This design comes from an exercise in tuning for small area and a short achievable clock period on the open sky130 flow, not from production work. At most, simulation tests tie the RTL to the original design; equivalence was not proved. No functional check of the RTL was part of run 2.

==> flow/design.v (outline; a module is shown in full before it is edited, if it fits) <==
// module IEEE754_Mult: 1034 lines
// module fa: 4 lines
module IEEE754_Mult
(
	input clock,
	input resetn,
	input [31:0] a,
	input [31:0] b,
	output [31:0] y
);
  // ...
==> flow/flow/run.sh <==
#!/bin/bash
set -euo pipefail
bash standard.sh SETUP_SLACK_MARGIN=7 TNS_END_PERCENT=1 REMOVE_ABC_BUFFERS=1 "BUFFER_PORTS_ARGS=-buffer_cell sky130_fd_sc_hd__buf_2"  finish > standard.log 2>&1
==> flow/standard.sh <==
#!/bin/bash
# synth_recipe.tcl (not shown) runs the flow's synth.tcl, then flattens the netlist and writes it again
# the make line also repeats each setting of config.mk as NAME=value (left out here)
make -C /OpenROAD-flow-scripts/flow DESIGN_CONFIG=/design/flow/config.mk WORK_HOME=/design/flow/orfs CLKGATE_MAP_FILE= SYNTH_SCRIPT=/design/flow/synth_recipe.tcl "${@:-finish}"
==> flow/config.mk <==
export PLATFORM = sky130hd
export DESIGN_NAME = IEEE754_Mult
export DESIGN_NICKNAME = IEEE754_Mult
export VERILOG_FILES = /design/flow/design.v
export SDC_FILE = /design/flow/constraint.sdc
export NUM_CORES = 4
export LEC_CHECK = 0
export CAP_MARGIN = 20
export CORE_MARGIN = 2
export CORE_UTILIZATION = 40
export CTS_BUF_LIST = sky130_fd_sc_hd__clkbuf_8 sky130_fd_sc_hd__clkbuf_16
export SETUP_SLACK_MARGIN = 5
export SLEW_MARGIN = 20
export SYNTH_HIERARCHICAL = 1
==> flow/constraint.sdc <==
create_clock -name core_clock -period 11.0 [get_ports {clock}]
set_input_delay 2.2000 -clock core_clock [delete_from_list [all_inputs] [get_ports {clock}]]
set_output_delay 2.2000 -clock core_clock [all_outputs]
set_load 0.01 [all_outputs]
==> results_dict.tcl, run 1 <==
set metrics [dict create \
    dr.pass1.iters 5 \
    antenna_found_initial 0 \
    clockBufferDepth 2 \
    syn_inst 1609 \
    routed.top_layer "met4" \
    arrival_ns 2.54 \
    whs_endpoint "e2[1]$_DFF_P_" \
    max_stage_delay_ns 0.39 \
    n_tap_cell 525 \
    via_count 13070 \
    path_depth 8 \
    top_regs "ma: 23 flops, one: 12 flops, two: 12 flops" \
    largest_reg_flops 23 \
    seq_cells 112 \
    slowest_stage "dfxtp_4" \
    async_flop_share 0 \
    cts.htree.levels 3 \
    required_ns 8.80 \
    top_register "ma" \
    final_cell_mix "xnor2_1 (301), a22oi_1 (263), fa_1 (262), dfxtp_1 (104), buf_2 (97)" \
    dominantRegCellSynth "dfxtp_1" \
    synth_top_family_by_area "adder cells" \
    drtIter0Drc 1005 \
    crit_end "y[28]" \
    die_area_mm2 0.04223 \
    largestClassByArea "multi-input gates" \
    setup_slack_ns 6.258 \
    status "timing/DRC/antenna clean" \
    clkCellAreaFrac 0.01843 \
    synth_compound_area_frac 0.1716 \
    path_cells "a211oi_4 > nor4_4 > buf_4 > buf_4 > a211o_4 > nor3_4 > mux2_4 > buf_2" \
    io_buffers 97 \
    holdWs_ns 0.3284 \
    critPathLaunchType "flop" \
    grt_max_degree 38 \
    route.met3.wl_um 4986 \
    die_y_um 205.5 \
    setup_viol 0 \
    ys_top_cells_by_area "fa_1 (32%), xnor2_1 (16%), dfxtp_1 (14%), a22oi_1 (12%), ha_1 (7.2%)" \
]
==> run 2: changes to the inputs <==
--- a/flow/design.v
+++ b/flow/design.v
@@ -943,96 +943,93 @@
 	fa us898 (.a(s726), .b(c807), .c(s808), .s(s898), .co(c899));
 	wire s900, c901;
 	fa us900 (.a(c727), .b(s810), .c(c809), .s(s900), .co(c901));
 	wire s902, c903;
 	fa us902 (.a(pp310), .b(s812), .c(c811), .s(s902), .co(c903));
 	wire s904, c905;
 	fa us904 (.a(s814), .b(pp311), .c(c813), .s(s904), .co(c905));
 	wire s906 = ~c815;
-	wire [23:0] lo_s = {1'b0, c855, c853, c851, c849, c847, c845, c843, c841, c839, c837, c835, c833, c831, c829, c827, c825, c823, c821, c819, c817, s816, pp2, bo[0]} + {1'b0, s856, s854, s852, s850, s848, s846, s844, s842, s840, s838, s836, s834, s832, s830, s828, s826, s824, s822, s820, s818, pp27, 1'b0, pp1};
-	wire [5:0] b0_s = {1'b0, c865, c863, c861, c859, c857} + {1'b0, s866, s864, s862, s860, s858};
-	wire [5:0] b1_s = {1'b0, c875, c873, c871, c869, c867} + {1'b0, s876, s874, s872, s870, s868};
-	wire [5:0] b2_s = {1'b0, c885, c883, c881, c879, c877} + {1'b0, s886, s884, s882, s880, s878};
-	wire [5:0] b3_s = {1'b0, c895, c893, c891, c889, c887} + {1'b0, s896, s894, s892, s890, s888};
-	wire [5:0] b4_s = {1'b0, c905, c903, c901, c899, c897} + {1'b0, s906, s904, s902, s900, s898};
+	wire [12:0] l0_s = {1'b0, c833, c831, c829, c827, c825, c823, c821, c819, c817, s816, pp2, bo[0]} + {1'b0, s834, s832, s830, s828, s826, s824, s822, s820, s818, pp27, 1'b0, pp1};
+	wire [11:0] l1_s = {1'b0, c855, c853, c851, c849, c847, c845, c843, c841, c839, c837, c835} + {1'b0, s856, s854, s852, s850, s848, s846, s844, s842, s840, s838, s836};
+	wire l1_ones = &({c855, c853, c851, c849, c847, c845, c843, c841, c839, c837, c835} ^ {s856, s854, s852, s850, s848, s846, s844, s842, s840, s838, s836});
+	wire [6:0] b0_s = {1'b0, c867, c865, c863, c861, c859, c857} + {1'b0, s868, s866, s864, s862, s860, s858};
+	wire [6:0] b1_s = {1'b0, c879, c877, c875, c873, c871, c869} + {1'b0, s880, s878, s876, s874, s872, s870};
+	wire [6:0] b2_s = {1'b0, c891, c889, c887, c885, c883, c881} + {1'b0, s892, s890, s888, s886, s884, s882};
+	wire [6:0] b3_s = {1'b0, c903, c901, c899, c897, c895, c893} + {1'b0, s904, s902, s900, s898, s896, s894};
+	wire [1:0] b4_s = {1'b0, c905} + {1'b0, s906};
 	reg        z2, s2;
 	reg [7:0]  e2;
-	reg c23;
-	reg [4:0] bs0;
+	reg lg0, lg1, lp1;
+	reg [5:0] bs0;
 	reg bg0;
 	reg bp0;
-	reg [4:0] bs1;
+	reg [5:0] bs1;
 	reg bg1;
 	reg bp1;
-	reg [4:0] bs2;
+	reg [5:0] bs2;
 	reg bg2;
 	reg bp2;
-	reg [4:0] bs3;
+	reg [5:0] bs3;
 	reg bg3;
 	reg bp3;
-	reg [4:0] bs4;
+	reg [0:0] bs4;
 	always @(posedge clock) begin
 		z2 <= !resetn || z1;
 		s2 <= s1;
 		e2 <= e1;
-		c23 <= lo_s[23];
-		bs0 <= b0_s[4:0];
-		bg0 <= b0_s[5];
-		bp0 <= &({c865, c863, c861, c859, c857} ^ {s866, s864, s862, s860, s858});
-		bs1 <= b1_s[4:0];
-		bg1 <= b1_s[5];
-		bp1 <= &({c875, c873, c871, c869, c867} ^ {s876, s874, s872, s870, s868});
-		bs2 <= b2_s[4:0];
-		bg2 <= b2_s[5];
-		bp2 <= &({c885, c883, c881, c879, c877} ^ {s886, s884, s882, s880, s878});
-		bs3 <= b3_s[4:0];
-		bg3 <= b3_s[5];
-		bp3 <= &({c895, c893, c891, c889, c887} ^ {s896, s894, s892, s890, s888});
-		bs4 <= b4_s[4:0];
+		lg0 <= l0_s[12];
+		lg1 <= l1_s[11];
+		lp1 <= l1_ones;
+		bs0 <= b0_s[5:0];
+		bg0 <= b0_s[6];
+		bp0 <= &({c867, c865, c863, c861, c859, c857} ^ {s868, s866, s864, s862, s860, s858});
+		bs1 <= b1_s[5:0];
+		bg1 <= b1_s[6];
+		bp1 <= &({c879, c877, c875, c873, c871, c869} ^ {s880, s878, s876, s874, s872, s870});
+		bs2 <= b2_s[5:0];
+		bg2 <= b2_s[6];
+		bp2 <= &({c891, c889, c887, c885, c883, c881} ^ {s892, s890, s888, s886, s884, s882});
+		bs3 <= b3_s[5:0];
+		bg3 <= b3_s[6];
+		bp3 <= &({c903, c901, c899, c897, c895, c893} ^ {s904, s902, s900, s898, s896, s894});
+		bs4 <= b4_s[0:0];
 	end
-	wire cb0 = c23;
-	wire [4:0] bi0 = bs0 + 5'd1;
-	wire r0_0 = cb0 ? bi0[0] : bs0[0];
-	wire r0_1 = cb0 ? bi0[1] : bs0[1];
-	wire r0_2 = cb0 ? bi0[2] : bs0[2];
-	wire r0_3 = cb0 ? bi0[3] : bs0[3];
-	wire r0_4 = cb0 ? bi0[4] : bs0[4];
+	wire cb0 = lg1 | (lp1 & lg0);
+	wire r0_0 = bs0[0] ^ cb0;
+	wire r0_1 = bs0[1] ^ (cb0 & (&bs0[0:0]));
+	wire r0_2 = bs0[2] ^ (cb0 & (&bs0[1:0]));
+	wire r0_3 = bs0[3] ^ (cb0 & (&bs0[2:0]));
+	wire r0_4 = bs0[4] ^ (cb0 & (&bs0[3:0]));
+	wire r0_5 = bs0[5] ^ (cb0 & (&bs0[4:0]));
 	wire cb1 = bg0 | (cb0 & bp0);
-	wire [4:0] bi1 = bs1 + 5'd1;
-	wire r1_0 = cb1 ? bi1[0] : bs1[0];
-	wire r1_1 = cb1 ? bi1[1] : bs1[1];
-	wire r1_2 = cb1 ? bi1[2] : bs1[2];
-	wire r1_3 = cb1 ? bi1[3] : bs1[3];
-	wire r1_4 = cb1 ? bi1[4] : bs1[4];
+	wire r1_0 = bs1[0] ^ cb1;
+	wire r1_1 = bs1[1] ^ (cb1 & (&bs1[0:0]));
+	wire r1_2 = bs1[2] ^ (cb1 & (&bs1[1:0]));
+	wire r1_3 = bs1[3] ^ (cb1 & (&bs1[2:0]));
+	wire r1_4 = bs1[4] ^ (cb1 & (&bs1[3:0]));
+	wire r1_5 = bs1[5] ^ (cb1 & (&bs1[4:0]));
 	wire cb2 = bg1 | (cb1 & bp1);
-	wire [4:0] bi2 = bs2 + 5'd1;
-	wire r2_0 = cb2 ? bi2[0] : bs2[0];
-	wire r2_1 = cb2 ? bi2[1] : bs2[1];
-	wire r2_2 = cb2 ? bi2[2] : bs2[2];
-	wire r2_3 = cb2 ? bi2[3] : bs2[3];
-	wire r2_4 = cb2 ? bi2[4] : bs2[4];
+	wire r2_0 = bs2[0] ^ cb2;
+	wire r2_1 = bs2[1] ^ (cb2 & (&bs2[0:0]));
+	wire r2_2 = bs2[2] ^ (cb2 & (&bs2[1:0]));
+	wire r2_3 = bs2[3] ^ (cb2 & (&bs2[2:0]));
+	wire r2_4 = bs2[4] ^ (cb2 & (&bs2[3:0]));
+	wire r2_5 = bs2[5] ^ (cb2 & (&bs2[4:0]));
 	wire cb3 = bg2 | (cb2 & bp2);
-	wire [4:0] bi3 = bs3 + 5'd1;
-	wire r3_0 = cb3 ? bi3[0] : bs3[0];
-	wire r3_1 = cb3 ? bi3[1] : bs3[1];
-	wire r3_2 = cb3 ? bi3[2] : bs3[2];
-	wire r3_3 = cb3 ? bi3[3] : bs3[3];
-	wire r3_4 = cb3 ? bi3[4] : bs3[4];
+	wire r3_0 = bs3[0] ^ cb3;
+	wire r3_1 = bs3[1] ^ (cb3 & (&bs3[0:0]));
+	wire r3_2 = bs3[2] ^ (cb3 & (&bs3[1:0]));
+	wire r3_3 = bs3[3] ^ (cb3 & (&bs3[2:0]));
+	wire r3_4 = bs3[4] ^ (cb3 & (&bs3[3:0]));
+	wire r3_5 = bs3[5] ^ (cb3 & (&bs3[4:0]));
 	wire cb4 = bg3 | (cb3 & bp3);
-	wire [4:0] bi4 = bs4 + 5'd1;
-	wire r4_0 = cb4 ? bi4[0] : bs4[0];
-	wire r4_1 = cb4 ? bi4[1] : bs4[1];
-	wire r4_2 = cb4 ? bi4[2] : bs4[2];
-	wire r4_3 = cb4 ? bi4[3] : bs4[3];
-	wire r4_4 = cb4 ? bi4[4] : bs4[4];
-	wire [24:0] m2 = {r4_4, r4_3, r4_2, r4_1, r4_0, r3_4, r3_3, r3_2, r3_1, r3_0, r2_4, r2_3, r2_2, r2_1, r2_0, r1_4, r1_3, r1_2, r1_1, r1_0, r0_4, r0_3, r0_2, r0_1, r0_0};
+	wire r4_0 = bs4[0] ^ cb4;
+	wire [24:0] m2 = {r4_0, r3_5, r3_4, r3_3, r3_2, r3_1, r3_0, r2_5, r2_4, r2_3, r2_2, r2_1, r2_0, r1_5, r1_4, r1_3, r1_2, r1_1, r1_0, r0_5, r0_4, r0_3, r0_2, r0_1, r0_0};
 	wire [7:0]  e2p1 = e2 + 8'd1;
-	wire        sh = m2[24] & ~z2;
-	wire        nsh = ~m2[24] & ~z2;
-	wire [7:0]  ey = ({8{sh}} & e2p1) | ({8{nsh}} & e2);
-	wire [22:0] my = ({23{sh}} & m2[23:1]) | ({23{nsh}} & m2[22:0]);
-	assign y = {s2 & ~z2, ey, my};
+	wire [7:0]  ey = m2[24] ? e2p1 : e2;
+	wire [22:0] my = m2[24] ? m2[23:1] : m2[22:0];
+	assign y = z2 ? 32'h00000000 : {s2, ey, my};
 endmodule
 module fa (input a, input b, input c, output s, output co);
 	assign s = a ^ b ^ c;
 	assign co = (a & b) | (a & c) | (b & c);
 endmodule
==> flow/flow/run.sh (replaced) <==
#!/bin/bash
set -euo pipefail
bash standard.sh SETUP_SLACK_MARGIN=7 TNS_END_PERCENT=1 "BUFFER_PORTS_ARGS=-buffer_cell sky130_fd_sc_hd__buf_2" finish > standard.log 2>&1
==> flow/config.mk (replaced) <==
export PLATFORM = sky130hd
export DESIGN_NAME = IEEE754_Mult
export DESIGN_NICKNAME = IEEE754_Mult
export VERILOG_FILES = /design/flow/design.v
export SDC_FILE = /design/flow/constraint.sdc
export NUM_CORES = 4
export LEC_CHECK = 0
export CAP_MARGIN = 20
export CORE_MARGIN = 2
export CORE_UTILIZATION = 40
export CTS_BUF_LIST = sky130_fd_sc_hd__clkbuf_4 sky130_fd_sc_hd__clkbuf_8
export SETUP_SLACK_MARGIN = 5
export SLEW_MARGIN = 20
export SYNTH_HIERARCHICAL = 1
==> run 2 against run 1 <==
  * Wire length down 1.9%
  * Clock-buffer cell count up 9
  * Synthesized cell count down 1.1%
  * Register-to-register slack worse by 0.20 ns
  * Worst hold slack better by 0.0026 ns
  * Global-route usage down 0.69 points
  * Clock skew down 0.0065 ns
==> results_dict.tcl, run 2 <==
set metrics [dict create \
    status "timing/DRC/antenna clean" \
    die_area_mm2 0.04228 \
    async_flop_share 0 \
    dp_hpwl_um 33590 \
    wl_per_cell_um 22.83 \
    largest_reg_flops 23 \
    tightest_slew_ns 0.6605 \
    hold_path_class "reg -> reg" \
    synth_largest_area_cell "fa_1" \
    synth_top_area_share 0.3214 \
    via_count 12740 \
    critPathLaunchType "flop" \
    max_freq_mhz 205.1 \
    core_mm2 0.03991 \
    grt_pass1_wl_um 77250 \
    top_regs "ma: 23 flops, one: 12 flops, two: 12 flops" \
    synth_cell_type_count 52 \
    rrSetupSlack_ns 6.21 \
    cap_viol_max_count 0 \
    yosysSeqAreaShare 0.1404 \
    synth_common_cells "xnor2_1 (295), a22oi_1 (263), fa_1 (261)" \
    final_cell_mix "xnor2_1 (295), fa_1 (248), a22oi_1 (246), dfxtp_1 (106), buf_2 (97)" \
    routed.top_layer "met5" \
    dieWidth_um 205.6 \
    relSlewSlack 0.5597 \
    dr.pass1.iters 5 \
    hold_buffers 0 \
    io-pin-count 98 \
    grt_pass1_vias 13310 \
    required_ns 8.80 \
    syn_inst 1591 \
    cts.htree.levels 4 \
    clock_latency_ns 0.46 \
    rsz0062_at_grt "yes" \
    fin_crit_ns 4.876 \
    end_kind "output port" \
    multi_input_area_mm2 0.01331 \
    final_common_cell "xnor2_1" \
    yosysMostFrequentCell "xnor2_1" \
    wl_met2_um 23190 \
    initial_core_util 0.4074 \
    final_cell_count_no_fill 2163 \
    die_y_um 205.6 \
    clockBufferDepth 2 \
    cp_max_fo 19 \
    antenna_found_initial 1 \
    maxSlewViolCount 0 \
    place_congestion 0.8559 \
    grt_usage 0.2378 \
    regArea_mm2 0.002300 \
    synth_edf_count 0 \
    arrival_ns 2.68 \
    route.met3.wl_um 3496 \
    path_clk_slew_ns 0.09 \
    numCtsBuffers 17 \
    wl_met1_um 21960 \
    io_buffers 97 \
    avgSynthCellArea_um2 10.22 \
    fin_crit_sh 0.4432 \
    top_register "ma" \
    drtIter0Drc 1155 \
    critPathKind "reg -> out" \
    rows 73 \
    nFillCells 3747 \
    viasPerCell 5.889 \
    drive_gt1_frac 0.1636 \
    overflow 0 \
    setup_viol 0 \
    numPlacedInstances 2121 \
    routed_wl_um 49390 \
    final_hold_viol_count 0 \
    antennaDiodeCount 0 \
    drtAntennaViolNets 0 \
    dominantRegCellSynth "dfxtp_1" \
    grt_max_degree 33 \
    flow.area_growth_from_synthesis_pct 10.35 \
    skew_ns 0.02016 \
    synth.yosys.warnings 7 \
    syn_area_mm2 0.01626 \
    setup_tns_ns 0 \
    clock-sinks 114 \
    yosys_register_bits 114 \
    drcViolationCount 0 \
    nets 2044 \
    cts-root-buf "clkbuf_8" \
    ys_top_cells_by_area "fa_1 (32%), xnor2_1 (16%), dfxtp_1 (14%), a22oi_1 (12%), ha_1 (7.1%)" \
    cts_tree "yes" \
]
==> run 2: final timing paths <==
check | from | end | depth (start not counted)
worst max register to register | ma[17]$_DFF_P_ | bg1$_DFF_P_ | 15
worst min-delay path | e1[1]$_DFF_P_ | e2[1]$_DFF_P_ | 0
worst max-delay path | lp1$_DFF_P_ | y[29] | 8
worst min register to register | e1[1]$_DFF_P_ | e2[1]$_DFF_P_ | 0
==> run 2: final cells by class <==
cell class | count | share of cell area
clock inverter | 14 | 0.005788
tap | 525 | 0.03661
sequential | 114 | 0.1282
multi-input combinational | 1253 | 0.7418
timing repair buffer | 164 | 0.05809
inverter | 75 | 0.01569
clock buffer | 18 | 0.01381
==> run 2: layer usage <==
layer / up-vias / GRT usage
met5: - / 0
met3: 59 / 0.04007
li1: 5566 / -
met4: 2 / 0.05678
met1: 6549 / 0.3320
met2: 562 / 0.3842
==> run 2: what timing repair did <==
item | CTS | global route
buffers inserted | 8 | 1
gates cloned | 1 | 0
endpoints found under the setup margin | 58 | 61
gates resized for setup | 21 | 6
pin swaps | 9 | 2
==> run 2: through the flow <==
step | cell area (um2) | worst slack (ns) | util | hold WS (ns)
final | 17940 | 6.124 | 0.4495 | 0.3310
after global routing | 17940 | 6.024 | 0.4495 | 0.3443
after CTS | 17910 | 6.148 | 0.4486 | 0.3342
after detailed placement | 17380 | 5.685 | 0.4354 | 0.3143
after global placement | 17380 | 5.740 | 0.4354 | 0.3096
after floorplan | 16770 | 6.754 | - | 0.3096
==> run 2: kinds of logic after synthesis <==
family                     synth area share
AOI/OAI and AO/OA                    0.1848
xor gates and xnor gates             0.1729
adders and majority gates            0.3922
buffers and inverters               0.05433
DFF                                  0.1404
muxes                              0.004617
and+or+nand+nor                     0.05079
==> run 2: per-module statistics from Yosys, one instance, submodules excluded <==
module | area (um2) | times used
IEEE754_Mult | 11130 | 1
fa | 20.02 | 256
==> run 2: critical path: stages (launching register included) <==
cell and delay (ns):
dfxtp_2 0.36, a211oi_4 0.35, o211ai_1 0.16, o311a_4 0.18
and2_4 0.19, buf_12 0.15, or4_4 0.51, a21oi_2 0.14
buf_2 0.15

re-timing with driven ports:
No port has a modelled driver above. Below, the same layouts with a new extraction and two added sets of constraints. Step 1 assumes that a clkbuf_16 drives the clock port and a buf_2 every other input. Step 2, shift: input delay + t, output delay - t, t = (earliest + latest rising clock arrival at the registers) / 2. This alone moves slack from input paths to output paths. Three values: ideal, step 1, step 2; two values: the first two.
run | t (ns) | setup slack, ns | latest minus earliest clock arrival (ns)
run 1 | 0.414 | 6.258 / 6.213 / 6.411 | 0.027 / 0.027
run 2 | 0.493 | 6.124 / 6.078 / 6.213 | 0.020 / 0.020
After both steps every run listed still meets setup and hold.
